Context: an optimization exercise on an open-source flow, tuned for small area, a short achievable clock period and few clock cycles per item. The choices shown serve that exercise and are no tape-out recipe.
At most, simulation tests tie the RTL to the original design; equivalence was not proved.
No functional check of the RTL was part of runs 2 and 4 to 6.
No run shown here takes its clock network from TritonCTS; it comes from the design's own scripts or RTL.
The clock input has no modelled driver; a real chip could not lean on it and would need a root buffer or a full tree.
Power figures rest on the tool's default switching activity, not on a simulated workload.

==> flow/config.mk <==
export PLATFORM = sky130hd
export DESIGN_NAME = full_hash
export DESIGN_NICKNAME = full_hash
export VERILOG_FILES = /design/flow/design.v
export SDC_FILE = /design/flow/constraint.sdc
export NUM_CORES = 4
export LEC_CHECK = 0
export CAP_MARGIN = 20
export CORE_MARGIN = 2
export CORE_UTILIZATION = 50
export PLACE_DENSITY = 0.7
export SETUP_SLACK_MARGIN = 3.1
export SLEW_MARGIN = 20
==> flow/flow/run.sh <==
#!/bin/bash
# Standard ORFS layout with two changes:
#  - the port buffers are buf_2 cells instead of the cell buffer_ports picks by
#    default (a slow delay buffer);
#  - after CTS, the clock tree is rebuilt with one level of buffers
#    (flow/post_cts.tcl): the clock port drives 3 clkbuf_16 cells, each
#    driving the registers of one slice of the core.
set -euo pipefail
export BUFFER_PORTS_ARGS="-buffer_cell sky130_fd_sc_hd__buf_2"
export POST_CTS_TCL="$PWD/flow/post_cts.tcl"
bash standard.sh > make.log 2>&1
==> flow/flow/post_cts.tcl <==
# POST_CTS hook: replace the clock tree TritonCTS built (two levels of
# buffers) by one level: the clock port drives 3 clkbuf_16 buffers, each driving
# the flip-flops in one slice of the core, split by x position. A shallower
# tree makes every register's clock arrive earlier by the same amount.
set block [ord::get_db_block]
set db [ord::get_db]
set clknet [$block findNet clk]

# every register clock pin reached from the clock port through buffers
proc clock_sinks {net} {
  set sinks {}
  foreach it [$net getITerms] {
    if {[$it isInputSignal] == 0 && [$it isOutputSignal]} continue
    set inst [$it getInst]
    set m [$inst getMaster]
    if {[string match "*clkbuf*" [$m getName]] && [[$it getMTerm] getName] eq "A"} {
      set out [$inst findITerm X]
      set onet [$out getNet]
      if {$onet ne "NULL"} { set sinks [concat $sinks [clock_sinks $onet]] }
    } elseif {[$m isSequential]} {
      lappend sinks $it
    } else {
      # a dummy load CTS added for balancing
      lappend ::dummy_loads $inst
    }
  }
  return $sinks
}

set ::dummy_loads {}
set sinks [clock_sinks $clknet]
puts "manual clock tree: [llength $sinks] sinks"

# remove the buffers and nets of the old tree
proc clock_tree_bufs {net} {
  set bufs {}
  foreach it [$net getITerms] {
    set inst [$it getInst]
    if {[string match "*clkbuf*" [[$inst getMaster] getName]] && [[$it getMTerm] getName] eq "A"} {
      lappend bufs $inst
      set onet [[$inst findITerm X] getNet]
      if {$onet ne "NULL"} { set bufs [concat $bufs [clock_tree_bufs $onet]] }
    }
  }
  return $bufs
}
set old [clock_tree_bufs $clknet]
set oldnets {}
foreach inst $old {
  set onet [[$inst findITerm X] getNet]
  if {$onet ne "NULL"} { lappend oldnets $onet }
}
foreach it $sinks { $it disconnect }
foreach inst $old { odb::dbInst_destroy $inst }
foreach inst $::dummy_loads { odb::dbInst_destroy $inst }
puts "removed [llength $::dummy_loads] dummy clock loads"
foreach n $oldnets { if {[llength [$n getITerms]] == 0} { odb::dbNet_destroy $n } }
puts "removed [llength $old] clock buffers"

set nb 3
set master [$db findMaster sky130_fd_sc_hd__clkbuf_16]
set pts {}
foreach it $sinks {
  lassign [[$it getInst] getLocation] x y
  lappend pts [list $x $y $it]
}
set pts [lsort -integer -index 0 $pts]
set n [llength $pts]
set per [expr {int(ceil(double($n)/$nb))}]
for {set b 0} {$b < $nb} {incr b} {
  set grp [lrange $pts [expr {$b*$per}] [expr {min($n,($b+1)*$per)-1}]]
  if {[llength $grp] == 0} continue
  set sx 0; set sy 0
  foreach s $grp { set sx [expr {$sx+[lindex $s 0]}]; set sy [expr {$sy+[lindex $s 1]}] }
  set cx [expr {$sx/[llength $grp]}]; set cy [expr {$sy/[llength $grp]}]
  set inst [odb::dbInst_create $block $master "clkbuf_leaf_$b"]
  $inst setLocation $cx $cy
  $inst setPlacementStatus PLACED
  set net [odb::dbNet_create $block "clknet_leaf_$b"]
  $net setSigType CLOCK
  foreach s $grp { [lindex $s 2] connect $net }
  [$inst findITerm X] connect $net
  [$inst findITerm A] connect $clknet
  puts "clock buffer $b: [llength $grp] sinks"
}
detailed_placement
check_placement -verbose
estimate_parasitics -placement
report_clock_latency
==> flow/design.v <==
module sbox (
    input   wire [5:0] in
    ,output wire [3:0] out
);
    localparam [63:0] T0 = 64'hA4CD96D24B76B948;
    localparam [63:0] T1 = 64'hC50B38C692705D2B;
    localparam [63:0] T2 = 64'h6B5B9DA191E66B96;
    localparam [63:0] T3 = 64'h429DCD6A79E1348E;
    assign out[0] = T0[in];
    assign out[1] = T1[in];
    assign out[2] = T2[in];
    assign out[3] = T3[in];
endmodule
module C6 (
    input   wire [7:0] C6_in
    ,output wire [5:0] C6_out
);
assign C6_out[0] = C6_in[6];
assign C6_out[1] = C6_in[4];
assign C6_out[2] = C6_in[5] ^ C6_in[0];
assign C6_out[3] = C6_in[2];
assign C6_out[4] = C6_in[3];
assign C6_out[5] = C6_in[7] ^ C6_in[1];
endmodule
module M6 (
     input  wire [7:0] a
    ,output wire [5:0] b 
);
assign b[0] = a[5] ^ a[4] ;
assign b[1] = a[6];
assign b[2] = a[7];
assign b[3] = a[0];
assign b[4] = a[1];
assign b[5] = a[3] ^ a[2];
endmodule
module full_hash (
    input wire clk
    ,input wire rst_n
    ,input wire start
    ,input wire [7:0] Byte
    ,input wire End_of_File
    ,input wire F_dr
    ,output wire [0:31] R_h
    ,output wire F_rtr
    ,output wire H_ready
);
    reg  [31:4] g;         
    reg  [5:0]  x;         
    reg  [3:0]  s;         
    reg         v1;        
    reg         v2;        
    reg  [15:0] R_c;       
    reg         eof1;      
    reg         fin;       
    reg         fin2;      
    reg         done;      
    reg         restart;   
    reg         rdy;       
    wire        xfer = F_dr & rdy;
    wire [15:0] count = R_c + {15'd0, v1};
    wire        count_zero = v1 ? (&R_c) : ~(|R_c);
    wire        start_now = start & count_zero;
    wire        hi_zero = (R_c[15:8] == 8'd0);
    wire [5:0]  m6_out;
    wire [5:0]  c6_lo, c6_hi;
    wire [3:0]  s_out;
    M6 modulo_m6 (.a(Byte), .b(m6_out));
    C6 modulo_c6_lo (.C6_in(count[7:0]), .C6_out(c6_lo));
    C6 modulo_c6_hi (.C6_in(R_c[15:8]), .C6_out(c6_hi));
    sbox modulo_sbox (.in(x), .out(s_out));
    wire sp01, sp02, sp03, sp12, sp13, sp23;
    assign sp01 = s[0] ^ s[1];
    assign sp02 = s[0] ^ s[2];
    assign sp03 = s[0] ^ s[3];
    assign sp12 = s[1] ^ s[2];
    assign sp13 = s[1] ^ s[3];
    assign sp23 = s[2] ^ s[3];
    wire [31:4] f;
    assign f[4] = g[26] ^ s[3];
    assign f[5] = g[27] ^ s[0];
    assign f[6] = g[24] ^ s[1];
    assign f[7] = ~(g[25] ^ s[2]);
    assign f[8] = g[31] ^ s[0];
    assign f[9] = g[28] ^ s[1];
    assign f[10] = ~(g[29] ^ s[2]);
    assign f[11] = g[30] ^ s[3];
    assign f[12] = g[5] ^ sp01;
    assign f[13] = ~(g[6] ^ sp12);
    assign f[14] = g[7] ^ sp23;
    assign f[15] = g[4] ^ sp03;
    assign f[16] = g[10] ^ sp01;
    assign f[17] = ~(g[11] ^ sp12);
    assign f[18] = g[8] ^ sp23;
    assign f[19] = g[9] ^ sp03;
    assign f[20] = g[15] ^ sp02;
    assign f[21] = ~(g[12] ^ sp13);
    assign f[22] = ~(g[13] ^ sp02);
    assign f[23] = g[14] ^ sp13;
    assign f[24] = g[16] ^ sp02;
    assign f[25] = g[17] ^ sp13;
    assign f[26] = g[18] ^ sp02;
    assign f[27] = g[19] ^ sp13;
    assign f[28] = ~(g[21] ^ sp03);
    assign f[29] = ~(g[22] ^ sp01);
    assign f[30] = g[23] ^ sp12;
    assign f[31] = g[20] ^ sp23;
    wire        fin_short = fin & hi_zero;
    wire        done_next = ~restart & (done | fin_short | fin2);
    wire [31:4] g_fold = g ^ {20'd0, s & {4{fin2}} | {2'b00, fin_short, 1'b0}, s & {4{fin}}};
    always_ff @(posedge clk) begin
        x <= F_dr ? m6_out : eof1 ? c6_hi : c6_lo;
        s <= s_out;
    end
    always_ff @(posedge clk or negedge rst_n)
        if (!rst_n) begin
            v1   <= 1'b0;
            v2   <= 1'b0;
            R_c  <= 16'd0;
            eof1 <= 1'b0;
            fin  <= 1'b0;
            fin2 <= 1'b0;
            done <= 1'b0;
            restart <= 1'b0;
        end else begin
            v1   <= xfer;
            v2   <= v1 & ~start_now;
            R_c  <= count;
            eof1 <= End_of_File & ~(eof1 | fin | fin2 | done);
            fin  <= eof1;
            fin2 <= fin & ~hi_zero;
            done <= done_next;
            restart <= start_now;
        end
    always_ff @(posedge clk)
        g <= (~rst_n | restart) ? 28'h10DC3AF : v2 ? f : g_fold;
    always_ff @(posedge clk)
        rdy <= ~rst_n | ~done_next;
    assign F_rtr = rdy;
    assign H_ready = done;
    assign R_h[3] = g[4];
    assign R_h[2] = g[5];
    assign R_h[1] = g[6];
    assign R_h[0] = g[7];
    assign R_h[7] = g[8];
    assign R_h[6] = g[9];
    assign R_h[5] = g[10];
    assign R_h[4] = g[11];
    assign R_h[11] = g[15];
    assign R_h[10] = g[12];
    assign R_h[9] = g[13];
    assign R_h[8] = g[14];
    assign R_h[15] = g[19];
    assign R_h[14] = g[16];
    assign R_h[13] = g[17];
    assign R_h[12] = g[18];
    assign R_h[19] = g[22];
    assign R_h[18] = g[23];
    assign R_h[17] = g[20];
    assign R_h[16] = g[21];
    assign R_h[23] = g[26];
    assign R_h[22] = g[27];
    assign R_h[21] = g[24];
    assign R_h[20] = g[25];
    assign R_h[27] = g[29];
    assign R_h[26] = g[30];
    assign R_h[25] = g[31];
    assign R_h[24] = g[28];
    assign R_h[31] = ~g[5];
    assign R_h[30] = g[6];
    assign R_h[29] = g[7];
    assign R_h[28] = g[4];
endmodule
==> flow/standard.sh <==
#!/bin/bash
# synth_recipe.tcl (not shown) runs the flow's synth.tcl, then flattens the netlist and writes it again
# the make line also repeats each setting of config.mk as NAME=value (left out here)
make -C /OpenROAD-flow-scripts/flow DESIGN_CONFIG=/design/flow/config.mk WORK_HOME=/design/flow/orfs CLKGATE_MAP_FILE= SYNTH_SCRIPT=/design/flow/synth_recipe.tcl "${@:-finish}"
==> flow/constraint.sdc <==
create_clock -name core_clock -period 5.0 [get_ports {clk}]
set_input_delay 1.0000 -clock core_clock [delete_from_list [all_inputs] [get_ports {clk}]]
set_output_delay 1.0000 -clock core_clock [all_outputs]
set_load 0.01 [all_outputs]
==> results of run 1 <==
[worst min-delay path by stage]
| stage | start | endpoint | slack (ps) | cells past startpoint |
|---|---|---|---|---|
| finish | g[29]$_SDFFE_PP0P_ | g[29]$_SDFFE_PP0P_ | 510 | 2 |
| global placement | restart$_DFF_PN0_ | done$_DFF_PN0_ | 440 | 1 |
| detailed placement | restart$_DFF_PN0_ | done$_DFF_PN0_ | 440 | 1 |
| global route | rdy$_DFF_P_ | v1$_DFF_PN0_ | 530 | 1 |
| floorplan | eof1$_DFF_PN0_ | fin$_DFF_PN0_ | 410 | 0 |
[cell families (layout without fill, tap and decap cells)]
kind of cell	after synthesis	count (layout)	share of synthesized area, %
compound gates	55	55	10.1
simple gates	109	109	15.3
xor+xnor	61	61	15.8
mux	29	29	10.7
buf+inv	34	61	4.76
flops	62	62	39.6
fa+ha+maj	10	10	3.66
[registers in the layout (all words and copies together) (netlist names), 4 cells and up]
name / cells
s: 4
g: 28
R_c: 16
x: 6
[per-stage QoR]
stage	cell area (um2)	instances	utilization [%]
final	3810	467	56.8
after floorplan	3430	360	-
after global placement	3630	461	54.0
after global routing	3810	467	56.8
after detailed placement	3630	461	54.0
[critical path, cell delays in order (launching register included)]
cell,delay [ps]
dfrtp_1,500
nand4_1,360
or2_0,350
o31a_1,330
o21a_1,180
[synthesized netlist by cell type (8+ instances only)]
master	count	area share, %
buf_2	10	1.5
nand2_1	35	3.8
clkbuf_1	10	1.1
dfxtp_1	39	23
nor2_1	24	2.6
xor2_1	21	5.4
inv_1	8	0.88
nand3_1	9	1.3
ha_1	10	3.7
o21ai_0	20	2.9
xnor2_1	39	10
dfrtp_1	23	17
mux2i_1	23	6.7
nor3_1	8	1.2
[power groups by stage]
stage	clock, uW	sequential [uW]	combinational [uW]
after floorplan	0	793	924
after global placement	0	897	1020
after detailed placement	0	902	1040
after global routing	254	935	1200
final	226	901	1080
[metal layers]
metal | share of wire (%) | global-route usage, % | vias up
met2 | 49 | 33.1 | 60
met5 | 0 | 0 | -
met1 | 46 | 24.0 | 1218
met3 | 4.0 | 3.05 | 7
li1 | - | - | 1283
met4 | 0.60 | 2.13 | 0
[final cells by class]
| cell class | instances | area (um2) | area share, % |
|---|---|---|---|
| buffer | 3 | 75.1 | 1.97 |
| inverter | 8 | 30.0 | 0.787 |
| multi-input combinational | 264 | 1960 | 51.4 |
| sequential | 62 | 1370 | 36.0 |
| tap | 80 | 100 | 2.62 |
| timing repair buffer | 50 | 275 | 7.22 |
==> flow_summary.ini, run 1 <==
[global_route]
grt_pass1_wl_mm = 11.2
grt_pass1_vias = 2420
grt_overflow_total = 0
track_usage_pct = 18.4
antenna_found_initial = 0
grt_max_degree = 40

[pwr]
power_leakage_uw = 0.00158
p_per_area_nw_per_um2 = 578
peakVddDrop_mv = 0.217
sequentialPowerShare_pct = 40.9
switching_share_pct = 39.6
finalPower_uw = 2200
clockPowerShare_pct = 10.3
combPwrFrac_pct = 48.8
p_int_uw = 1330
switchingPower_uw = 873

[synthesis]
ys_ff_latch = 62
synth_cell_type_count = 47
syn-num-nets = 383
postSynthAreaPerCell_um2 = 9.50
ys.flop_type = dfxtp_1
synth_enable_flop_cells = 0
ys_warn_count = 1
seq_area_frac_synth_pct = 39.6
syn_area_um2 = 3420
async_flop_share_pct = 37.1
netlist_instances = 360

[die]
die_x_um = 86.7
num_rows = 30
die_height_um = 86.7
pin_count = 47
initial_core_util_pct = 50.9
coreArea_um2 = 6720
dieArea_um2 = 7520

[sta]
timing.final.crit_share_pct = 36.4
period_minus_slack_ps = 1820
relSlewSlack_pct = 65.1
finalClockSkew_ps = 4.86
finalHoldWorstSlack_ps = 512
setup_slack_ps = 3180
drv_slew = 0
finalHoldViolations = 0
setup_violations = 0
tightest_slew_ps = 520
rsz0062_at_grt = false
max_freq_ghz = 0.549
finalSetupTns_ps = 0

[cts]
clkSlewWorstSetupHoldPaths_ps = 80
insertion_delay_ps = 150
clkSinkCount = 62

[layout]
drive_gt1_share_pct = 21.2
synthToLayoutAreaGrowth_pct = 11.5
layout_commonest_cell = buf_2
nFillCells = 589
n_antenna_cell = 0
layout_common_cells = buf_2 (45), xnor2_1 (39), nand2_1 (35)
num-nets-final = 412

[placed_design]
finalWeightedCongestion = 0.919
dp_slack_ps = 2200
dp_hpwl_mm = 4.90
port_buffers = 46

[drt]
wl_per_cell_um = 14.3
vias_per_cell = 5.50
drc_errors = 0
vias = 2568
drtIter0Drc = 98
firstDrtPassIters = 4
antenna_left = 0
wl_mm = 6.67

[setup_path]
startpoint = R_c[5]$_DFF_PN0_
cp_data_arrival_time_ps = 1860
start_kind = flop
critPathMaxFanout = 8
cp-end-kind = flop
r2r_cells = 4
r2r_end = v2$_DFF_PN0_
crit_type = flop to flop
rrSetupSlack_ps = 3180
endpoint = v2$_DFF_PN0_
r2r_start = R_c[5]$_DFF_PN0_
crit_required_ps = 5040

[flow_run]
drv_cap = 0

[run_status]
status = finished clean

[hold_path]
worstHoldPathType = flop to flop
Testbench counts, summed over its fixed seeds: cycles 8,189, bytes 7,421.
==> inputs of run 2 (changes only) <==
--- a/flow/design.v
+++ b/flow/design.v
@@ -55,5 +55,5 @@
     reg         fin2;      
     reg         done;      
-    reg         restart;   
+    reg         init;      
     reg         rdy;       
     wire        xfer = F_dr & rdy;
@@ -106,5 +106,5 @@
     assign f[31] = g[20] ^ sp23;
     wire        fin_short = fin & hi_zero;
-    wire        done_next = ~restart & (done | fin_short | fin2);
+    wire        done_next = ~init & (done | fin_short | fin2);
     wire [31:4] g_fold = g ^ {20'd0, s & {4{fin2}} | {2'b00, fin_short, 1'b0}, s & {4{fin}}};
     always_ff @(posedge clk) begin
@@ -121,5 +121,5 @@
             fin2 <= 1'b0;
             done <= 1'b0;
-            restart <= 1'b0;
+            init <= 1'b1;
         end else begin
             v1   <= xfer;
@@ -130,8 +130,8 @@
             fin2 <= fin & ~hi_zero;
             done <= done_next;
-            restart <= start_now;
+            init <= start_now;
         end
     always_ff @(posedge clk)
-        g <= (~rst_n | restart) ? 28'h10DC3AF : v2 ? f : g_fold;
+        g <= init ? 28'h10DC3AF : v2 ? f : g_fold;
     always_ff @(posedge clk)
         rdy <= ~rst_n | ~done_next;
--- a/flow/config.mk
+++ b/flow/config.mk
@@ -8,6 +8,6 @@
 export CAP_MARGIN = 20
 export CORE_MARGIN = 2
-export CORE_UTILIZATION = 50
-export PLACE_DENSITY = 0.7
+export CORE_UTILIZATION = 40
+export PLACE_DENSITY = 0.6
 export SETUP_SLACK_MARGIN = 3.1
 export SLEW_MARGIN = 20
==> flow_summary.ini, run 2 <==
[synthesis]
synthTopCellsByArea = dfxtp_1 (22%), dfrtp_1 (16%), xnor2_1 (8.8%), xor2_1 (6.3%), mux2i_1 (4.3%)
yosys.area_share.simple_pct = 17.8
synth_xor_xnor_area_share_pct = 15.1
syn_area_um2 = 3480
ys_warn_count = 1
seq_area_frac_synth_pct = 39.0
synth_fa_ha_area_share_pct = 3.59
yosys.cell_count.top_type = nor2_1
synth_compound_area_share_pct = 11.0
synth_top_family_by_area = simple AND/OR/NAND/NOR gates
ys.flop_type = dfxtp_1
ys_ff_latch = 62
synth_enable_flop_cells = 0
synth_top_area_share_pct = 22.4
netlist.top_cell.by_area = dfxtp_1
netlist_instances = 374
async_flop_share_pct = 37.1
postSynthAreaPerCell_um2 = 9.32
netlist_top_cells_count = nor2_1 (40), dfxtp_1 (39), xnor2_1 (35), xor2_1 (25)
syn-num-nets = 397
muxShareOfSynthArea_pct = 8.19
synth_cell_type_count = 49

[sta]
finalClockSkew_ps = 10.3
period_minus_slack_ps = 1910
setup_slack_ps = 3090
max_freq_ghz = 0.524
setup_violations = 0
finalHoldViolations = 0
relSlewSlack_pct = 56.1
finalHoldWorstSlack_ps = 494
tightest_slew_ps = 653
drv_slew = 0
timing.final.crit_share_pct = 38.2
finalSetupTns_ps = 0
rsz0062_at_grt = true

[die]
dieArea_um2 = 9470
die_x_um = 97.3
num_rows = 34
die_height_um = 97.3
pin_count = 47
coreArea_um2 = 8590
initial_core_util_pct = 40.6

[layout]
final_core_util_pct = 45.4
largest_register_ffs = 28
layout_common_cells = buf_2 (46), nor2_1 (40), xnor2_1 (35)
synthToLayoutAreaGrowth_pct = 11.8
n_antenna_cell = 0
biggestRegsByFlops = g: 28 flops, R_c: 16 flops, x: 6 flops
nFillCells = 864
layout_commonest_cell = buf_2
drive_gt1_share_pct = 24.3
regMostFlops = g
post-route-cell-area_um2 = 3900
num-nets-final = 429

[drt]
wl_met3_um = 355
wl_per_cell_um = 13.9
drtIter0Drc = 106
highest_layer = met4
drc_errors = 0
wl_mm = 7.14
vias = 2632
vias_per_cell = 5.14
wl_met1_mm = 3.54
wl_met2_mm = 3.22
firstDrtPassIters = 4
antenna_left = 0

[global_route]
track_usage_pct = 14.9
grt_pass1_wl_mm = 11.9
grt_pass1_vias = 2398
grt_max_degree = 48
antenna_found_initial = 0
grt_overflow_total = 0

[setup_path]
crit_required_ps = 5020
slowest_stage = mux4_2
cp_cell_sequence = buf_4 > buf_4 > ha_1 > mux4_2 > mux4_2
cp-end-kind = flop
critPathMaxStageDelay_ps = 470
startpoint = x[1]$_DFF_P_
start_kind = flop
endpoint = s[3]$_DFF_P_
r2r_end = s[3]$_DFF_P_
critPathMaxFanout = 5
r2r_cells = 5
crit_type = flop to flop
cp.depth = 5
cp_data_arrival_time_ps = 1930
critical_path_buf_inv_count = 2
cp_top_family = multiplexers
rrSetupSlack_ps = 3090
r2r_start = x[1]$_DFF_P_

[pwr]
p_int_uw = 1480
clockPowerShare_pct = 9.5
p_per_area_nw_per_um2 = 634
peakVddDrop_mv = 0.227
switching_share_pct = 40.0
power_leakage_uw = 0.00168
combPwrFrac_pct = 50.0
switchingPower_uw = 988
sequentialPowerShare_pct = 40.5

[placed_design]
finalWeightedCongestion = 0.890
placed_area_um2 = 3700
port_buffers = 46
dp_hpwl_mm = 5.09
dp_slack_ps = 2880

[hold_path]
worstHoldPathType = flop to flop

[cts]
clkSlewWorstSetupHoldPaths_ps = 80
insertion_delay_ps = 150
clkSinkCount = 62

[flow_run]
drv_cap = 0

[run_status]
status = finished clean
-- run 2: power groups by stage --
stage          clock network (uW)  registers [uW]  logic (uW)
2_1_floorplan                   0             911        1010
3_3_place_gp                    0             990        1180
3_5_place_dp                    0             999        1200
5_1_grt                       260            1040        1360
6_report                      235            1000        1230
-- run 2: worst reg2reg max path, stage by stage (launching register included) --
cell	delay, ps
dfxtp_4	380
buf_4	140
buf_4	130
ha_1	220
mux4_2	480
mux4_2	450
-- run 2: worst min path at each step --
| stage | from | end | slack, ps | cells after the start |
|---|---|---|---|---|
| after floorplan | eof1$_DFF_PN0_ | fin$_DFF_PN0_ | 410 | 0 |
| after detailed placement | rdy$_DFF_P_ | v1$_DFF_PN0_ | 480 | 1 |
| final | rdy$_DFF_P_ | v1$_DFF_PN0_ | 490 | 1 |
| after global placement | rdy$_DFF_P_ | v1$_DFF_PN0_ | 470 | 1 |
| after global routing | rdy$_DFF_P_ | v1$_DFF_PN0_ | 530 | 1 |
-- run 2: layout make-up --
| cell class | instances | area, um2 | area share [%] |
|---|---|---|---|
| inverters | 8 | 37.5 | 0.963 |
| repair buffers | 55 | 298 | 7.64 |
| flip-flops and latches | 62 | 1380 | 35.4 |
| multi-input cells | 276 | 1970 | 50.6 |
| plain buffers | 3 | 75.1 | 1.93 |
| well taps | 108 | 135 | 3.47 |
-- run 2: metrics by stage --
step                total power (uW)  instances
global route                    2660        512
floorplan                       1920        374
global placement                2170        501
finish                          2470        512
detailed placement              2190        501
-- run 2: metal layers --
| layer | vias up | global-route usage (%) |
|---|---|---|
| met5 | - | 0 |
| met4 | 0 | 1.60 |
| met3 | 3 | 2.66 |
| met2 | 69 | 23.9 |
| met1 | 1214 | 21.8 |
| li1 | 1346 | - |
-- run 2: logic make-up after synthesis --
family / count (synthesis)
XOR/XNOR: 60
multiplexers: 21
AO/OA/AOI/OAI: 62
AND/OR/NAND/NOR: 123
buffers and inverters: 36
adder cells (fa/ha/maj): 10
flip-flops: 62
==> inputs of run 3 (changes only) <==
--- a/flow/design.v
+++ b/flow/design.v
@@ -55,5 +55,5 @@
     reg         fin2;      
     reg         done;      
-    reg         init;      
+    reg         restart;   
     reg         rdy;       
     wire        xfer = F_dr & rdy;
@@ -106,5 +106,5 @@
     assign f[31] = g[20] ^ sp23;
     wire        fin_short = fin & hi_zero;
-    wire        done_next = ~init & (done | fin_short | fin2);
+    wire        done_next = ~restart & (done | fin_short | fin2);
     wire [31:4] g_fold = g ^ {20'd0, s & {4{fin2}} | {2'b00, fin_short, 1'b0}, s & {4{fin}}};
     always_ff @(posedge clk) begin
@@ -121,5 +121,5 @@
             fin2 <= 1'b0;
             done <= 1'b0;
-            init <= 1'b1;
+            restart <= 1'b0;
         end else begin
             v1   <= xfer;
@@ -130,8 +130,8 @@
             fin2 <= fin & ~hi_zero;
             done <= done_next;
-            init <= start_now;
+            restart <= start_now;
         end
     always_ff @(posedge clk)
-        g <= init ? 28'h10DC3AF : v2 ? f : g_fold;
+        g <= (~rst_n | restart) ? 28'h10DC3AF : v2 ? f : g_fold;
     always_ff @(posedge clk)
         rdy <= ~rst_n | ~done_next;
==> flow/flow/run.sh (replaced) <==
#!/bin/bash
# Standard ORFS layout with two changes:
#  - the port buffers are buf_1 cells instead of the cell buffer_ports picks by
#    default (a slow delay buffer);
#  - after CTS, the clock tree is rebuilt with one level of buffers
#    (flow/post_cts.tcl): the clock port drives 2 clkbuf_16 cells, each
#    driving the registers of one slice of the core.
set -euo pipefail
export BUFFER_PORTS_ARGS="-buffer_cell sky130_fd_sc_hd__buf_1"
export POST_CTS_TCL="$PWD/flow/post_cts.tcl"
bash standard.sh > make.log 2>&1
--- a/flow/flow/post_cts.tcl
+++ b/flow/flow/post_cts.tcl
@@ -1,4 +1,4 @@
 # POST_CTS hook: replace the clock tree TritonCTS built (two levels of
-# buffers) by one level: the clock port drives 3 clkbuf_16 buffers, each driving
+# buffers) by one level: the clock port drives 2 clkbuf_16 buffers, each driving
 # the flip-flops in one slice of the core, split by x position. A shallower
 # tree makes every register's clock arrive earlier by the same amount.
@@ -58,5 +58,5 @@
 puts "removed [llength $old] clock buffers"
 
-set nb 3
+set nb 2
 set master [$db findMaster sky130_fd_sc_hd__clkbuf_16]
 set pts {}
==> flow_summary.ini, run 3 <==
[layout]
instances_no_fill = 496
layout_commonest_cell = xnor2_1
biggestRegsByFlops = g: 28 flops, R_c: 16 flops, x: 6 flops
multi_input_area_um2 = 1940
final_core_util_pct = 46.1
largest_register_ffs = 28
layout_common_cells = xnor2_1 (39), nand2_1 (35), buf_1 (34)
regMostFlops = g
n_antenna_cell = 0
seqCellArea_um2 = 1380
nFillCells = 806
drive_gt1_share_pct = 13.6
synthToLayoutAreaGrowth_pct = 11.3
num-nets-final = 416

[setup_path]
rrSetupSlack_ps = 3130
r2r_cells = 6
start_kind = flop
cp_data_arrival_time_ps = 1930
r2r_end = s[3]$_DFF_P_
cp-end-kind = flop
crit_required_ps = 5060
critPathMaxFanout = 9
crit_type = flop to flop
r2r_start = x[1]$_DFF_P_

[cts]
clkSinkCount = 62
clkSlewWorstSetupHoldPaths_ps = 110
insertion_delay_ps = 170

[sta]
max_freq_ghz = 0.536
finalHoldViolations = 0
setup_violations = 0
period_minus_slack_ps = 1870
drv_slew = 0
relSlewSlack_pct = 64.7
timing.final.crit_share_pct = 37.3
finalSetupTns_ps = 0
finalClockSkew_ps = 5.57
rsz0062_at_grt = false
tightest_slew_ps = 529

[hold_path]
hold_path_depth = 2
min_to = g[29]$_SDFFE_PP0P_
hp-start = g[29]$_SDFFE_PP0P_
worstHoldPathType = flop to flop

[synthesis]
syn_area_um2 = 3420
netlist_top_cells_count = dfxtp_1 (39), xnor2_1 (39), nand2_1 (35), nor2_1 (24)
postSynthAreaPerCell_um2 = 9.50
synth_enable_flop_cells = 0
netlist_instances = 360
ys_warn_count = 1
netlist.top_cell.by_area = dfxtp_1
synth_cell_type_count = 47
ys.flop_type = dfxtp_1
syn-num-nets = 383
synth_top_area_share_pct = 22.8
async_flop_share_pct = 37.1
synthTopCellsByArea = dfxtp_1 (23%), dfrtp_1 (17%), xnor2_1 (10%), mux2i_1 (6.7%), xor2_1 (5.4%)
ys_ff_latch = 62
seq_area_frac_synth_pct = 39.6

[drt]
wl_per_cell_um = 14.4
vias_per_cell = 5.19
wl_mm = 7.17
drtIter0Drc = 63
firstDrtPassIters = 4
vias = 2572
antenna_left = 0
drc_errors = 0

[die]
initial_core_util_pct = 41.4
coreArea_um2 = 8260
die_x_um = 96.5
dieArea_um2 = 9310
die_height_um = 96.5
num_rows = 33
pin_count = 47

[flow_run]
drv_cap = 0

[global_route]
grt_pass1_wl_mm = 11.8
track_usage_pct = 16.0
grt_max_degree = 40
grt_pass1_vias = 2397
grt_overflow_total = 0
antenna_found_initial = 0

[placed_design]
finalWeightedCongestion = 0.842
placed_cells = 487
port_buffers = 46
dp_hpwl_mm = 5.21

[pwr]
clockPowerShare_pct = 9.1
peakVddDrop_mv = 0.220
p_int_uw = 1290
sequentialPowerShare_pct = 41.6
switching_share_pct = 40.9
p_per_area_nw_per_um2 = 575
power_leakage_uw = 0.00150
switchingPower_uw = 897
combPwrFrac_pct = 49.3

[run_status]
status = finished clean
[run 3: cell types whose count changed after synthesis, moves of 5 or more]
cell | before | now
nor2_1 | 40 | 24
nand2_1 | 22 | 35
a21oi_1 | 17 | 7
mux2i_1 | 15 | 23
or2_2 | 9 | 1
buf_2 | 4 | 10
a211o_1 | 5 | 0
o211ai_1 | 0 | 5
[run 3: power by group through the flow]
stage	Sequential, uW	Clock (uW)	Combinational [uW]
3_3_place_gp	907	0	1010
6_report	911	198	1080
5_1_grt	946	223	1210
2_1_floorplan	793	0	924
3_5_place_dp	915	0	1020
[run 3: how the worst max path moves through the flow]
stage	end	slack [ps]	startpoint
3_5_place_dp	g[9]$_SDFF_PP1_	2320	rst_n
5_1_grt	x[5]$_DFF_P_	3100	R_c[0]$_DFF_PN0_
3_3_place_gp	g[9]$_SDFF_PP1_	2310	rst_n
6_report	s[3]$_DFF_P_	3130	x[1]$_DFF_P_
2_1_floorplan	s[3]$_DFF_P_	3110	x[1]$_DFF_P_
[run 3: logic make-up (layout without fill, tap and decap cells)]
group	Yosys count	count (layout)	synth area share, %
xor gates and xnor gates	61	61	15.8
adders and majority gates	10	10	3.66
buffers and inverters	34	65	4.76
muxes	29	29	10.7
DFF	62	62	39.6
AOI/OAI and AO/OA	55	55	10.1
and+or+nand+nor	109	109	15.3
[run 3: metal layers]
metal	GRT usage, %	share of wire (%)	vias up
met1	22.6	49	1210
met3	2.64	5.0	5
met5	0	0	-
met4	2.35	0.52	0
li1	-	-	1291
met2	26.4	46	66
[run 3: area by class of cell]
class | count | share of cell area, %
Multi-Input combinational cell | 264 | 51.0
Sequential cell | 62 | 36.3
Timing Repair Buffer | 55 | 7.13
Tap cell | 105 | 3.45
Buffer | 2 | 1.31
Inverter | 8 | 0.887
[run 3: critical path, cell delays in order, from the launching register on]
cell and delay [ps]:
dfxtp_4 420, clkinvlp_4 150, ha_4 360, nor2b_4 60, nor3_1 200, a21oi_1 80, mux4_2 480
[run 3: per-stage QoR]
stage	hold WS [ps]	worst slack [ps]	instance area (um2)	power (uW)
3_5_place_dp	435	2320	3610	1930
6_report	521	3130	3810	2190
5_1_grt	548	3100	3810	2380
2_1_floorplan	407	3110	3430	1720
3_3_place_gp	430	2310	3610	1910
Testbench counts of run 3, summed over its fixed seeds: cycles 8,189, bytes 7,421.
==> inputs of run 4 (changes only) <==
--- a/flow/design.v
+++ b/flow/design.v
@@ -1,14 +1,27 @@
 module sbox (
-    input   wire [5:0] in
+    input   wire [3:0] col
+    ,input  wire [3:0] row_oh
     ,output wire [3:0] out
 );
-    localparam [63:0] T0 = 64'hA4CD96D24B76B948;
-    localparam [63:0] T1 = 64'hC50B38C692705D2B;
-    localparam [63:0] T2 = 64'h6B5B9DA191E66B96;
-    localparam [63:0] T3 = 64'h429DCD6A79E1348E;
-    assign out[0] = T0[in];
-    assign out[1] = T1[in];
-    assign out[2] = T2[in];
-    assign out[3] = T3[in];
+    localparam [15:0] R0_0 = 16'h9E58;
+    localparam [15:0] R0_1 = 16'h4CF1;
+    localparam [15:0] R0_2 = 16'h5A96;
+    localparam [15:0] R0_3 = 16'hD962;
+    localparam [15:0] R1_0 = 16'h35E2;
+    localparam [15:0] R1_1 = 16'h9427;
+    localparam [15:0] R1_2 = 16'h8D79;
+    localparam [15:0] R1_3 = 16'h6C4B;
+    localparam [15:0] R2_0 = 16'h2B6C;
+    localparam [15:0] R2_1 = 16'hB14A;
+    localparam [15:0] R2_2 = 16'h9D71;
+    localparam [15:0] R2_3 = 16'h87B8;
+    localparam [15:0] R3_0 = 16'hCA99;
+    localparam [15:0] R3_1 = 16'h8369;
+    localparam [15:0] R3_2 = 16'h73AC;
+    localparam [15:0] R3_3 = 16'h1AA7;
+    assign out[0] = |(row_oh & {R3_0[col], R2_0[col], R1_0[col], R0_0[col]});
+    assign out[1] = |(row_oh & {R3_1[col], R2_1[col], R1_1[col], R0_1[col]});
+    assign out[2] = |(row_oh & {R3_2[col], R2_2[col], R1_2[col], R0_2[col]});
+    assign out[3] = |(row_oh & {R3_3[col], R2_3[col], R1_3[col], R0_3[col]});
 endmodule
 module C6 (
@@ -46,5 +59,6 @@
 );
     reg  [31:4] g;         
-    reg  [5:0]  x;         
+    reg  [3:0]  x_row;     
+    reg  [3:0]  x_col;     
     reg  [3:0]  s;         
     reg         v1;        
@@ -67,6 +81,7 @@
     M6 modulo_m6 (.a(Byte), .b(m6_out));
     C6 modulo_c6_lo (.C6_in(count[7:0]), .C6_out(c6_lo));
-    C6 modulo_c6_hi (.C6_in(R_c[15:8]), .C6_out(c6_hi));
-    sbox modulo_sbox (.in(x), .out(s_out));
+    C6 modulo_c6_hi (.C6_in(count[15:8]), .C6_out(c6_hi));
+    wire [5:0]  x = F_dr ? m6_out : eof1 ? c6_hi : c6_lo;
+    sbox modulo_sbox (.col(x_col), .row_oh(x_row), .out(s_out));
     wire sp01, sp02, sp03, sp12, sp13, sp23;
     assign sp01 = s[0] ^ s[1];
@@ -106,8 +121,9 @@
     assign f[31] = g[20] ^ sp23;
     wire        fin_short = fin & hi_zero;
-    wire        done_next = ~restart & (done | fin_short | fin2);
+    wire        done_next = ~start_now & (done | fin_short | fin2);
     wire [31:4] g_fold = g ^ {20'd0, s & {4{fin2}} | {2'b00, fin_short, 1'b0}, s & {4{fin}}};
     always_ff @(posedge clk) begin
-        x <= F_dr ? m6_out : eof1 ? c6_hi : c6_lo;
+        x_row <= 4'b0001 << {x[5], x[0]};
+        x_col <= x[4:1];
         s <= s_out;
     end
==> flow/flow/run.sh (replaced) <==
#!/bin/bash
# Standard ORFS layout with two changes:
#  - the port buffers are buf_2 cells instead of the cell buffer_ports picks by
#    default (a slow delay buffer);
#  - after CTS, the clock tree is rebuilt with one level of buffers
#    (flow/post_cts.tcl): the clock port drives 3 clkbuf_16 cells, each
#    driving the registers of one slice of the core.
set -euo pipefail
export BUFFER_PORTS_ARGS="-buffer_cell sky130_fd_sc_hd__buf_2"
export POST_CTS_TCL="$PWD/flow/post_cts.tcl"
bash standard.sh > make.log 2>&1
--- a/flow/flow/post_cts.tcl
+++ b/flow/flow/post_cts.tcl
@@ -1,4 +1,4 @@
 # POST_CTS hook: replace the clock tree TritonCTS built (two levels of
-# buffers) by one level: the clock port drives 2 clkbuf_16 buffers, each driving
+# buffers) by one level: the clock port drives 3 clkbuf_16 buffers, each driving
 # the flip-flops in one slice of the core, split by x position. A shallower
 # tree makes every register's clock arrive earlier by the same amount.
@@ -58,5 +58,5 @@
 puts "removed [llength $old] clock buffers"
 
-set nb 2
+set nb 3
 set master [$db findMaster sky130_fd_sc_hd__clkbuf_16]
 set pts {}
==> flow_summary.ini, run 4 <==
[setup_path]
crit_type = input port to flop
rrSetupSlack_ps = 3130
critPathMaxFanout = 2
crit_required_ps = 5050
cp-end-kind = flop
cp_data_arrival_time_ps = 1930
start_kind = input port

[sta]
setup_violations = 0
timing.final.crit_share_pct = 37.6
drv_slew = 0
finalSetupTns_ps = 0
tightest_slew_ps = 626
period_minus_slack_ps = 1880
rsz0062_at_grt = true
max_freq_ghz = 0.532
relSlewSlack_pct = 58.0
finalHoldViolations = 0
finalClockSkew_ps = 4.50

[global_route]
grt_max_degree = 48
antenna_found_initial = 0
grt_overflow_total = 0
grt_pass1_vias = 2691
grt_pass1_wl_mm = 12.9
track_usage_pct = 16.3

[layout]
biggestRegsByFlops = g: 28 flops, R_c: 16 flops
multi_input_area_um2 = 2090
drive_gt1_share_pct = 24.8
n_antenna_cell = 0
final_core_util_pct = 47.1
seqCellArea_um2 = 1420
synthToLayoutAreaGrowth_pct = 15.6
nFillCells = 823
largest_register_ffs = 28
layout_common_cells = nand2_1 (53), buf_2 (41), xnor2_1 (35)
layout_commonest_cell = nand2_1
regMostFlops = g
num-nets-final = 444

[placed_design]
finalWeightedCongestion = 0.872
dp_hpwl_mm = 5.70
port_buffers = 46

[synthesis]
ys.flop_type = dfxtp_1
seq_area_frac_synth_pct = 39.9
async_flop_share_pct = 35.9
synth_enable_flop_cells = 0
yosys.cell_count.top_type = nand2_1
netlist.top_cell.by_area = dfxtp_1
syn-num-nets = 416
synth_top_area_share_pct = 23.4
synth_cell_type_count = 51
netlist_instances = 394
ys_warn_count = 1
netlist_top_cells_count = nand2_1 (53), dfxtp_1 (41), nor2_1 (36), xnor2_1 (36), xor2_1 (27)
postSynthAreaPerCell_um2 = 8.89
ys_ff_latch = 64
syn_area_um2 = 3500
synthTopCellsByArea = dfxtp_1 (23%), dfrtp_1 (16%), xnor2_1 (9.0%), xor2_1 (6.7%), nand2_1 (5.7%)

[pwr]
p_per_area_nw_per_um2 = 566
finalPower_uw = 2290
peakVddDrop_mv = 0.255
power_leakage_uw = 0.00165

[die]
die_height_um = 97.6
initial_core_util_pct = 40.8
dieArea_um2 = 9520
num_rows = 34
pin_count = 47
die_x_um = 97.6
coreArea_um2 = 8590

[drt]
wl_mm = 7.77
vias = 2800
vias_per_cell = 5.30
antenna_left = 0
wl_per_cell_um = 14.7
firstDrtPassIters = 5
drc_errors = 0
drtIter0Drc = 114

[run_status]
status = finished clean

[flow_run]
drv_cap = 0

[hold_path]
worstHoldPathType = flop to flop

[cts]
clkSlewWorstSetupHoldPaths_ps = 90
clkSinkCount = 64
insertion_delay_ps = 150
-- run 4: power breakdown --
| group | internal [uW] | switching (uW) |
|---|---|---|
| clock network | 109 | 127 |
| registers | 684 | 274 |
| logic | 541 | 559 |
-- run 4: metal layers --
metal / global-route usage (%) / routed length (um) / up-vias
met5: 0 / 0 / -
met4: 3.42 / 99 / 0
met3: 2.45 / 279 / 7
met2: 28.8 / 3820 / 59
met1: 21.2 / 3580 / 1338
li1: - / - / 1396
-- run 4: kinds of logic after synthesis --
logic type | share of synthesized area, %
simple gates | 18.4
buf+inv | 4.68
flops | 39.9
xor+xnor | 16.2
compound gates | 13.5
fa+ha+maj | 3.21
mux | 4.14
-- run 4: final cells by class --
cell class                      instances  share of cell area [%]
Multi-Input combinational cell        293                    51.6
Sequential cell                        64                    35.1
Timing Repair Buffer                   51                    7.29
Tap cell                              108                    3.34
Buffer                                  3                    1.85
Inverter                                9                   0.834
-- run 4: through the flow --
step           setup slack [ps]  std cells  instance area, um2  hold WS, ps
2_1_floorplan              3030        394                3530          441
5_1_grt                    3040        528                4050          534
3_3_place_gp               2430        521                3760          479
6_report                   3120        528                4050          505
3_5_place_dp               2370        521                3760          505
-- run 4: critical path, cell delays in order --
cell and delay, ps:
buf_8 100, xnor2_4 130, o21ai_2 190, nor2_2 80, a31oi_2 170, o211a_1 200, nor2_1 50
-- run 4: worst paths after layout --
| kind | start | cells after the start | to |
|---|---|---|---|
| setup / recovery | Byte[3] | 7 | x_row[0]$_SDFF_PP0_ |
| hold / removal | rdy$_DFF_P_ | 1 | v1$_DFF_PN0_ |
| setup reg to reg | R_c[5]$_DFF_PN0_ | 5 | done$_DFF_PN0_ |
| hold reg to reg | rdy$_DFF_P_ | 1 | v1$_DFF_PN0_ |
| max in group asynchronous | rst_n | 1 | R_c[9]$_DFF_PN0_ |
| min in group asynchronous | rst_n | 1 | R_c[2]$_DFF_PN0_ |
==> inputs of run 5 (changes only) <==
--- a/flow/design.v
+++ b/flow/design.v
@@ -82,5 +82,5 @@
     C6 modulo_c6_lo (.C6_in(count[7:0]), .C6_out(c6_lo));
     C6 modulo_c6_hi (.C6_in(count[15:8]), .C6_out(c6_hi));
-    wire [5:0]  x = F_dr ? m6_out : eof1 ? c6_hi : c6_lo;
+    wire [5:0]  c6_sel = eof1 ? c6_hi : c6_lo;
     sbox modulo_sbox (.col(x_col), .row_oh(x_row), .out(s_out));
     wire sp01, sp02, sp03, sp12, sp13, sp23;
@@ -121,9 +121,9 @@
     assign f[31] = g[20] ^ sp23;
     wire        fin_short = fin & hi_zero;
-    wire        done_next = ~start_now & (done | fin_short | fin2);
+    wire        done_next = ~restart & (done | fin_short | fin2);
     wire [31:4] g_fold = g ^ {20'd0, s & {4{fin2}} | {2'b00, fin_short, 1'b0}, s & {4{fin}}};
     always_ff @(posedge clk) begin
-        x_row <= 4'b0001 << {x[5], x[0]};
-        x_col <= x[4:1];
+        x_row <= F_dr ? 4'b0001 << {m6_out[5], m6_out[0]} : 4'b0001 << {c6_sel[5], c6_sel[0]};
+        x_col <= F_dr ? m6_out[4:1] : c6_sel[4:1];
         s <= s_out;
     end
==> flow_summary.ini, run 5 <==
[run_status]
status = finished clean

[sta]
setup_violations = 0
tightest_slew_ps = 561
finalHoldViolations = 0
rsz0062_at_grt = true
relSlewSlack_pct = 62.3
drv_slew = 0
setup_slack_ps = 3140
max_freq_ghz = 0.537
finalClockSkew_ps = 7.51
finalSetupTns_ps = 0
period_minus_slack_ps = 1860
timing.final.crit_share_pct = 37.3

[global_route]
grt_use_met1_pct = 22.6
grt_max_degree = 48
grt_overflow_total = 0
met2_usage_pct = 28.0
grt_busiest_layer = met2
grt_pass1_vias = 2629
grt_use_met3_pct = 2.36
antenna_found_initial = 0
track_usage_pct = 16.5
grt_pass1_wl_mm = 13.1

[drt]
antenna_left = 0
vias_per_cell = 5.39
firstDrtPassIters = 5
wl_per_cell_um = 14.8
drtIter0Drc = 105
drc_errors = 0
wl_mm = 7.88
vias = 2871

[placed_design]
port_buffers = 46
finalWeightedCongestion = 0.853
dp_slack_ps = 2270
dp_hpwl_mm = 5.57
placed_cells = 525

[synthesis]
postSynthAreaPerCell_um2 = 8.93
syn-num-nets = 419
synthTopCellsByArea = dfxtp_1 (23%), dfrtp_1 (16%), xnor2_1 (9.4%), xor2_1 (5.7%), nand2_1 (5.4%)
netlist_instances = 397
seq_area_frac_synth_pct = 39.4
ys_ff_latch = 64
synth_top_area_share_pct = 23.2
netlist_top_cells_count = nand2_1 (51), dfxtp_1 (41), xnor2_1 (38), nor2_1 (36), o21ai_0 (25)
yosys.cell_count.top_type = nand2_1
netlist.top_cell.by_area = dfxtp_1
syn_area_um2 = 3540
async_flop_share_pct = 35.9
synth_cell_type_count = 48
ys.flop_type = dfxtp_1
ys_warn_count = 1
synth_enable_flop_cells = 0

[pwr]
finalPower_uw = 2250
peakVddDrop_mv = 0.226
power_leakage_uw = 0.00167
p_per_area_nw_per_um2 = 558

[layout]
layout_common_cells = nand2_1 (51), buf_2 (42), xnor2_1 (37)
regMostFlops = g
layout_commonest_cell = nand2_1
n_antenna_cell = 0
instances_no_fill = 533
biggestRegsByFlops = g: 28 flops, R_c: 16 flops
drive_gt1_share_pct = 22.4
largest_register_ffs = 28
num-nets-final = 449
synthToLayoutAreaGrowth_pct = 13.8

[setup_path]
cp_data_arrival_time_ps = 1960
start_kind = input port
critPathMaxFanout = 2
crit_required_ps = 5100
crit_type = input port to flop
cp-end-kind = flop

[cts]
clkSlewWorstSetupHoldPaths_ps = 90
insertion_delay_ps = 150
clkSinkCount = 64

[die]
die_x_um = 98.1
die_height_um = 98.1
pin_count = 47
num_rows = 34
coreArea_um2 = 8640
dieArea_um2 = 9630
initial_core_util_pct = 41.0

[flow_run]
drv_cap = 0

[hold_path]
worstHoldPathType = flop to flop
-- run 5: cell types whose count changed after synthesis, moves of 3 or more --
| cell | delta |
|---|---|
| a31oi_1 | +4 |
| nor4_1 | -3 |
| buf_2 | +3 |
| and2_1 | -3 |
| o22ai_1 | -3 |
| xor2_1 | -4 |
| inv_1 | +4 |
-- run 5: critical path: stages --
cell and delay (ps):
buf_6 90, xnor2_2 130, o21ai_2 130, a31oi_1 60
a31o_1 220, or2_1 220, nor2_1 100
-- run 5: per-layer routing --
| metal | up-vias | routed length, um |
|---|---|---|
| met5 | - | 0 |
| met4 | 0 | 54 |
| met3 | 5 | 424 |
| met2 | 90 | 3810 |
| met1 | 1370 | 3590 |
| li1 | 1406 | - |
-- run 5: cell families after synthesis --
group / after synthesis / synth area share (%)
simple gates: 137 / 19.1
compound gates: 68 / 12.4
flops: 64 / 39.4
xor+xnor: 62 / 15.7
buf+inv: 41 / 4.91
mux: 16 / 5.30
fa+ha+maj: 9 / 3.18
-- run 5: path summary, 6_finish.rpt --
kind                                       start                  end  slack [ps]  cells after the start
worst max-delay path                     Byte[2]  x_row[2]$_SDFF_PN0_        3140                      7
worst min-delay path                 rdy$_DFF_P_         v1$_DFF_PN0_         490                      1
worst max register to register  R_c[4]$_DFF_PN0_     x_col[1]$_DFF_P_        3180                      6
worst min register to register       rdy$_DFF_P_         v1$_DFF_PN0_         490                      1
max in group asynchronous                  rst_n         v1$_DFF_PN0_        4000                      1
min in group asynchronous                  rst_n     R_c[3]$_DFF_PN0_         730                      1
-- run 5: per-stage QoR --
step / area [um2] / hold WS [ps] / util, %
after global routing: 4030 / 526 / 46.7
after detailed placement: 3790 / 452 / 43.9
after global placement: 3790 / 449 / 43.9
after floorplan: 3550 / 417 / -
final: 4030 / 491 / 46.7
-- run 5: power breakdown --
| part | leakage (uW) | total (uW) | internal (uW) | switching, uW |
|---|---|---|---|---|
| sequential | 0.000640 | 934 | 681 | 253 |
| combinational | 0.000995 | 1080 | 531 | 546 |
| clock | 0.0000370 | 241 | 110 | 132 |
| total | 0.00167 | 2250 | 1320 | 930 |
-- run 5: final cells by class --
class                           count  area (um2)
Buffer                              3        75.1
Inverter                           14        52.6
Timing Repair Buffer               52         309
Sequential cell                    64        1420
Fill cell                         837        4600
Tap cell                          108         135
Multi-Input combinational cell    292        2040
==> inputs of run 6 (changes only) <==
--- a/flow/design.v
+++ b/flow/design.v
@@ -1,27 +1,76 @@
 module sbox (
-    input   wire [3:0] col
-    ,input  wire [3:0] row_oh
+    input   wire [3:0] row_oh
+    ,input  wire [3:0] col_hi
+    ,input  wire [3:0] col_lo
     ,output wire [3:0] out
 );
-    localparam [15:0] R0_0 = 16'h9E58;
-    localparam [15:0] R0_1 = 16'h4CF1;
-    localparam [15:0] R0_2 = 16'h5A96;
-    localparam [15:0] R0_3 = 16'hD962;
-    localparam [15:0] R1_0 = 16'h35E2;
-    localparam [15:0] R1_1 = 16'h9427;
-    localparam [15:0] R1_2 = 16'h8D79;
-    localparam [15:0] R1_3 = 16'h6C4B;
-    localparam [15:0] R2_0 = 16'h2B6C;
-    localparam [15:0] R2_1 = 16'hB14A;
-    localparam [15:0] R2_2 = 16'h9D71;
-    localparam [15:0] R2_3 = 16'h87B8;
-    localparam [15:0] R3_0 = 16'hCA99;
-    localparam [15:0] R3_1 = 16'h8369;
-    localparam [15:0] R3_2 = 16'h73AC;
-    localparam [15:0] R3_3 = 16'h1AA7;
-    assign out[0] = |(row_oh & {R3_0[col], R2_0[col], R1_0[col], R0_0[col]});
-    assign out[1] = |(row_oh & {R3_1[col], R2_1[col], R1_1[col], R0_1[col]});
-    assign out[2] = |(row_oh & {R3_2[col], R2_2[col], R1_2[col], R0_2[col]});
-    assign out[3] = |(row_oh & {R3_3[col], R2_3[col], R1_3[col], R0_3[col]});
+    assign out[0] =
+          (row_oh[0] & (col_hi[0] & (col_lo[3])
+            | col_hi[1] & (col_lo[0] | col_lo[2])
+            | col_hi[2] & (col_lo[1] | col_lo[2] | col_lo[3])
+            | col_hi[3] & (col_lo[0] | col_lo[3])))
+        | (row_oh[1] & (col_hi[0] & (col_lo[1])
+            | col_hi[1] & (col_lo[1] | col_lo[2] | col_lo[3])
+            | col_hi[2] & (col_lo[0] | col_lo[2])
+            | col_hi[3] & (col_lo[0] | col_lo[1])))
+        | (row_oh[2] & (col_hi[0] & (col_lo[2] | col_lo[3])
+            | col_hi[1] & (col_lo[1] | col_lo[2])
+            | col_hi[2] & (col_lo[0] | col_lo[1] | col_lo[3])
+            | col_hi[3] & (col_lo[1])))
+        | (row_oh[3] & (col_hi[0] & (col_lo[0] | col_lo[3])
+            | col_hi[1] & (col_lo[0] | col_lo[3])
+            | col_hi[2] & (col_lo[1] | col_lo[3])
+            | col_hi[3] & (col_lo[2] | col_lo[3])));
+    assign out[1] =
+          (row_oh[0] & (col_hi[0] & (col_lo[0])
+            | col_hi[1]
+            | col_hi[2] & (col_lo[2] | col_lo[3])
+            | col_hi[3] & (col_lo[2])))
+        | (row_oh[1] & (col_hi[0] & (col_lo[0] | col_lo[1] | col_lo[2])
+            | col_hi[1] & (col_lo[1])
+            | col_hi[2] & (col_lo[2])
+            | col_hi[3] & (col_lo[0] | col_lo[3])))
+        | (row_oh[2] & (col_hi[0] & (col_lo[1] | col_lo[3])
+            | col_hi[1] & (col_lo[2])
+            | col_hi[2] & (col_lo[0])
+            | col_hi[3] & (col_lo[0] | col_lo[1] | col_lo[3])))
+        | (row_oh[3] & (col_hi[0] & (col_lo[0] | col_lo[3])
+            | col_hi[1] & (col_lo[1] | col_lo[2])
+            | col_hi[2] & (col_lo[0] | col_lo[1])
+            | col_hi[3] & (col_lo[3])));
+    assign out[2] =
+          (row_oh[0] & (col_hi[0] & (col_lo[1] | col_lo[2])
+            | col_hi[1] & (col_lo[0] | col_lo[3])
+            | col_hi[2] & (col_lo[1] | col_lo[3])
+            | col_hi[3] & (col_lo[0] | col_lo[2])))
+        | (row_oh[1] & (col_hi[0] & (col_lo[0] | col_lo[3])
+            | col_hi[1] & (col_lo[0] | col_lo[1] | col_lo[2])
+            | col_hi[2] & (col_lo[0] | col_lo[2] | col_lo[3])
+            | col_hi[3] & (col_lo[3])))
+        | (row_oh[2] & (col_hi[0] & (col_lo[0])
+            | col_hi[1] & (col_lo[0] | col_lo[1] | col_lo[2])
+            | col_hi[2] & (col_lo[0] | col_lo[2] | col_lo[3])
+            | col_hi[3] & (col_lo[0] | col_lo[3])))
+        | (row_oh[3] & (col_hi[0] & (col_lo[2] | col_lo[3])
+            | col_hi[1] & (col_lo[1] | col_lo[3])
+            | col_hi[2] & (col_lo[0] | col_lo[1])
+            | col_hi[3] & (col_lo[0] | col_lo[1] | col_lo[2])));
+    assign out[3] =
+          (row_oh[0] & (col_hi[0] & (col_lo[1])
+            | col_hi[1] & (col_lo[1] | col_lo[2])
+            | col_hi[2] & (col_lo[0] | col_lo[3])
+            | col_hi[3] & (col_lo[0] | col_lo[2] | col_lo[3])))
+        | (row_oh[1] & (col_hi[0] & (col_lo[0] | col_lo[1] | col_lo[3])
+            | col_hi[1] & (col_lo[2])
+            | col_hi[2] & (col_lo[2] | col_lo[3])
+            | col_hi[3] & (col_lo[1] | col_lo[2])))
+        | (row_oh[2] & (col_hi[0] & (col_lo[3])
+            | col_hi[1] & (col_lo[0] | col_lo[1] | col_lo[3])
+            | col_hi[2] & (col_lo[0] | col_lo[1] | col_lo[2])
+            | col_hi[3] & (col_lo[3])))
+        | (row_oh[3] & (col_hi[0] & (col_lo[0] | col_lo[1] | col_lo[2])
+            | col_hi[1] & (col_lo[1] | col_lo[3])
+            | col_hi[2] & (col_lo[1] | col_lo[3])
+            | col_hi[3] & (col_lo[0])));
 endmodule
 module C6 (
@@ -60,5 +109,6 @@
     reg  [31:4] g;         
     reg  [3:0]  x_row;     
-    reg  [3:0]  x_col;     
+    reg  [3:0]  x_hi;      
+    reg  [3:0]  x_lo;      
     reg  [3:0]  s;         
     reg         v1;        
@@ -72,16 +122,14 @@
     reg         rdy;       
     wire        xfer = F_dr & rdy;
-    wire [15:0] count = R_c + {15'd0, v1};
-    wire        count_zero = v1 ? (&R_c) : ~(|R_c);
-    wire        start_now = start & count_zero;
     wire        hi_zero = (R_c[15:8] == 8'd0);
+    wire        start_now = start & hi_zero & (R_c[7:0] == 8'd0);
     wire [5:0]  m6_out;
     wire [5:0]  c6_lo, c6_hi;
     wire [3:0]  s_out;
     M6 modulo_m6 (.a(Byte), .b(m6_out));
-    C6 modulo_c6_lo (.C6_in(count[7:0]), .C6_out(c6_lo));
-    C6 modulo_c6_hi (.C6_in(count[15:8]), .C6_out(c6_hi));
-    wire [5:0]  c6_sel = eof1 ? c6_hi : c6_lo;
-    sbox modulo_sbox (.col(x_col), .row_oh(x_row), .out(s_out));
+    C6 modulo_c6_lo (.C6_in(R_c[7:0]), .C6_out(c6_lo));
+    C6 modulo_c6_hi (.C6_in(R_c[15:8]), .C6_out(c6_hi));
+    wire [5:0]  x = F_dr ? m6_out : eof1 ? c6_hi : c6_lo;
+    sbox modulo_sbox (.row_oh(x_row), .col_hi(x_hi), .col_lo(x_lo), .out(s_out));
     wire sp01, sp02, sp03, sp12, sp13, sp23;
     assign sp01 = s[0] ^ s[1];
@@ -121,9 +169,10 @@
     assign f[31] = g[20] ^ sp23;
     wire        fin_short = fin & hi_zero;
-    wire        done_next = ~restart & (done | fin_short | fin2);
+    wire        done_next = ~start_now & (done | fin_short | fin2);
     wire [31:4] g_fold = g ^ {20'd0, s & {4{fin2}} | {2'b00, fin_short, 1'b0}, s & {4{fin}}};
     always_ff @(posedge clk) begin
-        x_row <= F_dr ? 4'b0001 << {m6_out[5], m6_out[0]} : 4'b0001 << {c6_sel[5], c6_sel[0]};
-        x_col <= F_dr ? m6_out[4:1] : c6_sel[4:1];
+        x_row <= 4'b0001 << {x[5], x[0]};
+        x_hi  <= 4'b0001 << x[4:3];
+        x_lo  <= 4'b0001 << x[2:1];
         s <= s_out;
     end
@@ -141,5 +190,6 @@
             v1   <= xfer;
             v2   <= v1 & ~start_now;
-            R_c  <= count;
+            if (xfer)
+                R_c <= R_c + 16'd1;
             eof1 <= End_of_File & ~(eof1 | fin | fin2 | done);
             fin  <= eof1;
==> flow_summary.ini, run 6 <==
[synthesis]
ys_ff_latch = 68
muxShareOfSynthArea_pct = 6.36
synthTopCellsByArea = dfxtp_1 (25%), dfrtp_1 (16%), xnor2_1 (8.5%), mux2i_1 (6.4%), xor2_1 (5.3%)
netlist.top_cell.by_area = dfxtp_1
postSynthAreaPerCell_um2 = 9.50
synth_top_area_share_pct = 24.9
yosys.cell_count.top_type = dfxtp_1
netlist_top_cells_count = dfxtp_1 (45), nand2_1 (44), nor2_1 (37), xnor2_1 (35), o21ai_0 (25)
syn_area_um2 = 3620
yosys.area_share.simple_pct = 15.8
synth_fa_ha_area_share_pct = 0.692
netlist_instances = 381
ys_warn_count = 1
async_flop_share_pct = 33.8
synth_enable_flop_cells = 0
synth_xor_xnor_area_share_pct = 17.7
synth_top_family_by_area = XOR/XNOR gates
syn-num-nets = 396
seq_area_frac_synth_pct = 40.8
ys.flop_type = dfxtp_1
synth_compound_area_share_pct = 13.0
synth_cell_type_count = 43

[setup_path]
cp-end-kind = flop
r2r_cells = 4
rrSetupSlack_ps = 3480
r2r_start = s[1]$_DFF_P_
cp_data_arrival_time_ps = 1890
slowest_stage = and4_4
critPathMaxStageDelay_ps = 260
startpoint = F_dr
start_kind = input port
critPathMaxFanout = 21
crit_type = input port to flop
r2r_end = g[23]$_SDFFE_PP1P_
crit_required_ps = 5050
cp_cell_sequence = buf_8 > and4_4 > and3_4 > nand4_1 > xnor2_1

[drt]
vias = 2713
antenna_left = 0
vias_per_cell = 5.31
drtIter0Drc = 88
wl_per_cell_um = 14.7
firstDrtPassIters = 4
drc_errors = 0
wl_mm = 7.50

[pwr]
finalPower_uw = 1870
peakVddDrop_mv = 0.242
p_per_area_nw_per_um2 = 472
power_leakage_uw = 0.00161

[sta]
drv_slew = 0
relSlewSlack_pct = 49.0
setup_violations = 0
tightest_slew_ps = 763
finalSetupTns_ps = 0
finalHoldViolations = 0
period_minus_slack_ps = 1840
timing.final.crit_share_pct = 36.8
max_freq_ghz = 0.543
finalClockSkew_ps = 4.54
rsz0062_at_grt = false

[placed_design]
port_buffers = 46
finalWeightedCongestion = 0.823
dp_hpwl_mm = 5.34
placed_area_um2 = 3810

[layout]
synthToLayoutAreaGrowth_pct = 9.85
drive_gt1_share_pct = 20.3
num-nets-final = 420
layout_commonest_cell = nand2_1
layout_common_cells = nand2_1 (44), buf_2 (43), nor2_1 (37)
post-route-cell-area_um2 = 3980
largest_register_ffs = 28
regMostFlops = g
n_antenna_cell = 0
biggestRegsByFlops = g: 28 flops, R_c: 16 flops

[die]
dieArea_um2 = 9820
num_rows = 34
die_x_um = 99.1
coreArea_um2 = 8760
pin_count = 47
initial_core_util_pct = 41.3
die_height_um = 99.1

[hold_path]
min_to = v2$_DFF_PN0_
worstHoldPathType = flop to flop
hp-start = v1$_DFF_PN0_
hold_path_depth = 1

[global_route]
grt_overflow_total = 0
grt_max_degree = 40
grt_pass1_vias = 2590
antenna_found_initial = 0
track_usage_pct = 15.6
grt_pass1_wl_mm = 12.8

[run_status]
status = finished clean

[cts]
clkSinkCount = 68
insertion_delay_ps = 160
clkSlewWorstSetupHoldPaths_ps = 90

[flow_run]
drv_cap = 0
## run 6: changes by cell type in the layout (fill, tap and decap cells not counted), moves of 4 or more
| cell | change |
|---|---|
| a31oi_1 | -5 |
| dfxtp_1 | +5 |
| ha_1 | -4 |
| inv_1 | -7 |
| mux2i_1 | +11 |
| nand2_1 | -7 |
| o21a_1 | +6 |
| o31ai_1 | +4 |
| xnor2_4 | +4 |
## run 6: how the worst max path moves through the flow
stage                               end  cells after the start
finish              R_c[13]$_DFFE_PN0P_                      5
global route        R_c[14]$_DFFE_PN0P_                      5
detailed placement     g[11]$_SDFF_PP1_                      3
global placement        g[4]$_SDFF_PP1_                      3
floorplan           R_c[13]$_DFFE_PN0P_                      4
## run 6: final cells by class
type	count	area, um2
multi-input combinational	278	1970
inverter	5	18.8
fill	865	4790
buffer	3	75.1
sequential	68	1490
tap	108	135
timing repair buffer	49	284
## run 6: kinds of logic after synthesis
| kind of cell | count (synthesis) |
|---|---|
| DFF | 68 |
| adders and majority gates | 2 |
| muxes | 23 |
| AOI/OAI and AO/OA | 73 |
| buffers and inverters | 35 |
| and+or+nand+nor | 117 |
| xor gates and xnor gates | 63 |
## run 6: worst max-delay path: cells and delay by family
| family | cells | cell delay [ps] |
|---|---|---|
| buffers and inverters | 1 | 140 |
| XOR/XNOR | 1 | 150 |
| AND/OR/NAND/NOR | 3 | 600 |
## run 6: where the power goes
part           switching (uW)  internal, uW  leakage (uW)  total (uW)
combinational             330           398      0.000901         728
sequential                240           655      0.000672         896
clock                     141           110     0.0000370         251
## run 6: per-stage QoR
stage	hold WS [ps]	instances	util, %	setup WS (ps)
5_1_grt	524	511	45.4	3110
3_3_place_gp	456	506	43.4	2400
3_5_place_dp	476	506	43.4	2330
6_report	480	511	45.4	3160
2_1_floorplan	349	381	-	3200
## run 6: routing by layer
layer  part of all wire, %  global-route usage (%)  vias up
li1                      -                       -     1345
met1                    48                    22.1     1304
met2                    47                    25.8       57
met3                   3.9                    2.39        7
met4                  0.93                    2.85        0
met5                     0                       0        -

==> what the ideal ports hide <==
How much do the figures lean on ideal ports? The routed layouts below were timed once more, with nothing changed but the port constraints.
Step 1 (the two cells are an assumption about what drives the block):
set clk [get_ports {clk}]
set_driving_cell -lib_cell sky130_fd_sc_hd__clkbuf_16 $clk
set_driving_cell -lib_cell sky130_fd_sc_hd__buf_2 [delete_from_list [all_inputs] $clk]
Step 2 moves the port delays by t, midway between the first and last clock arrival at a register: inputs arrive t later, outputs are due t later. That takes back most of the time a late clock gives input paths.
a / b / c = ideal ports / drivers / drivers and shift; a / b = the first two.
run	shift t [ns]	setup WS [ns]	latest minus earliest clock arrival (ns)
run 1	0.202	3.180 / 3.180 / 3.064	0.005 / 0.005
run 2	0.206	3.091 / 3.091 / 3.091	0.012 / 0.012
run 3	0.220	3.133 / 3.133 / 2.991	0.006 / 0.005
run 4	0.209	3.120 / 3.127 / 2.931	0.005 / 0.005
run 5	0.213	3.137 / 3.170 / 2.957	0.008 / 0.008
run 6	0.214	3.159 / 3.168 / 2.954	0.004 / 0.005
After both steps every run listed still meets setup and hold. The setup slack of run 6, which loses most, moves by +0.009 ns with the drivers and by -0.205 ns with both steps.
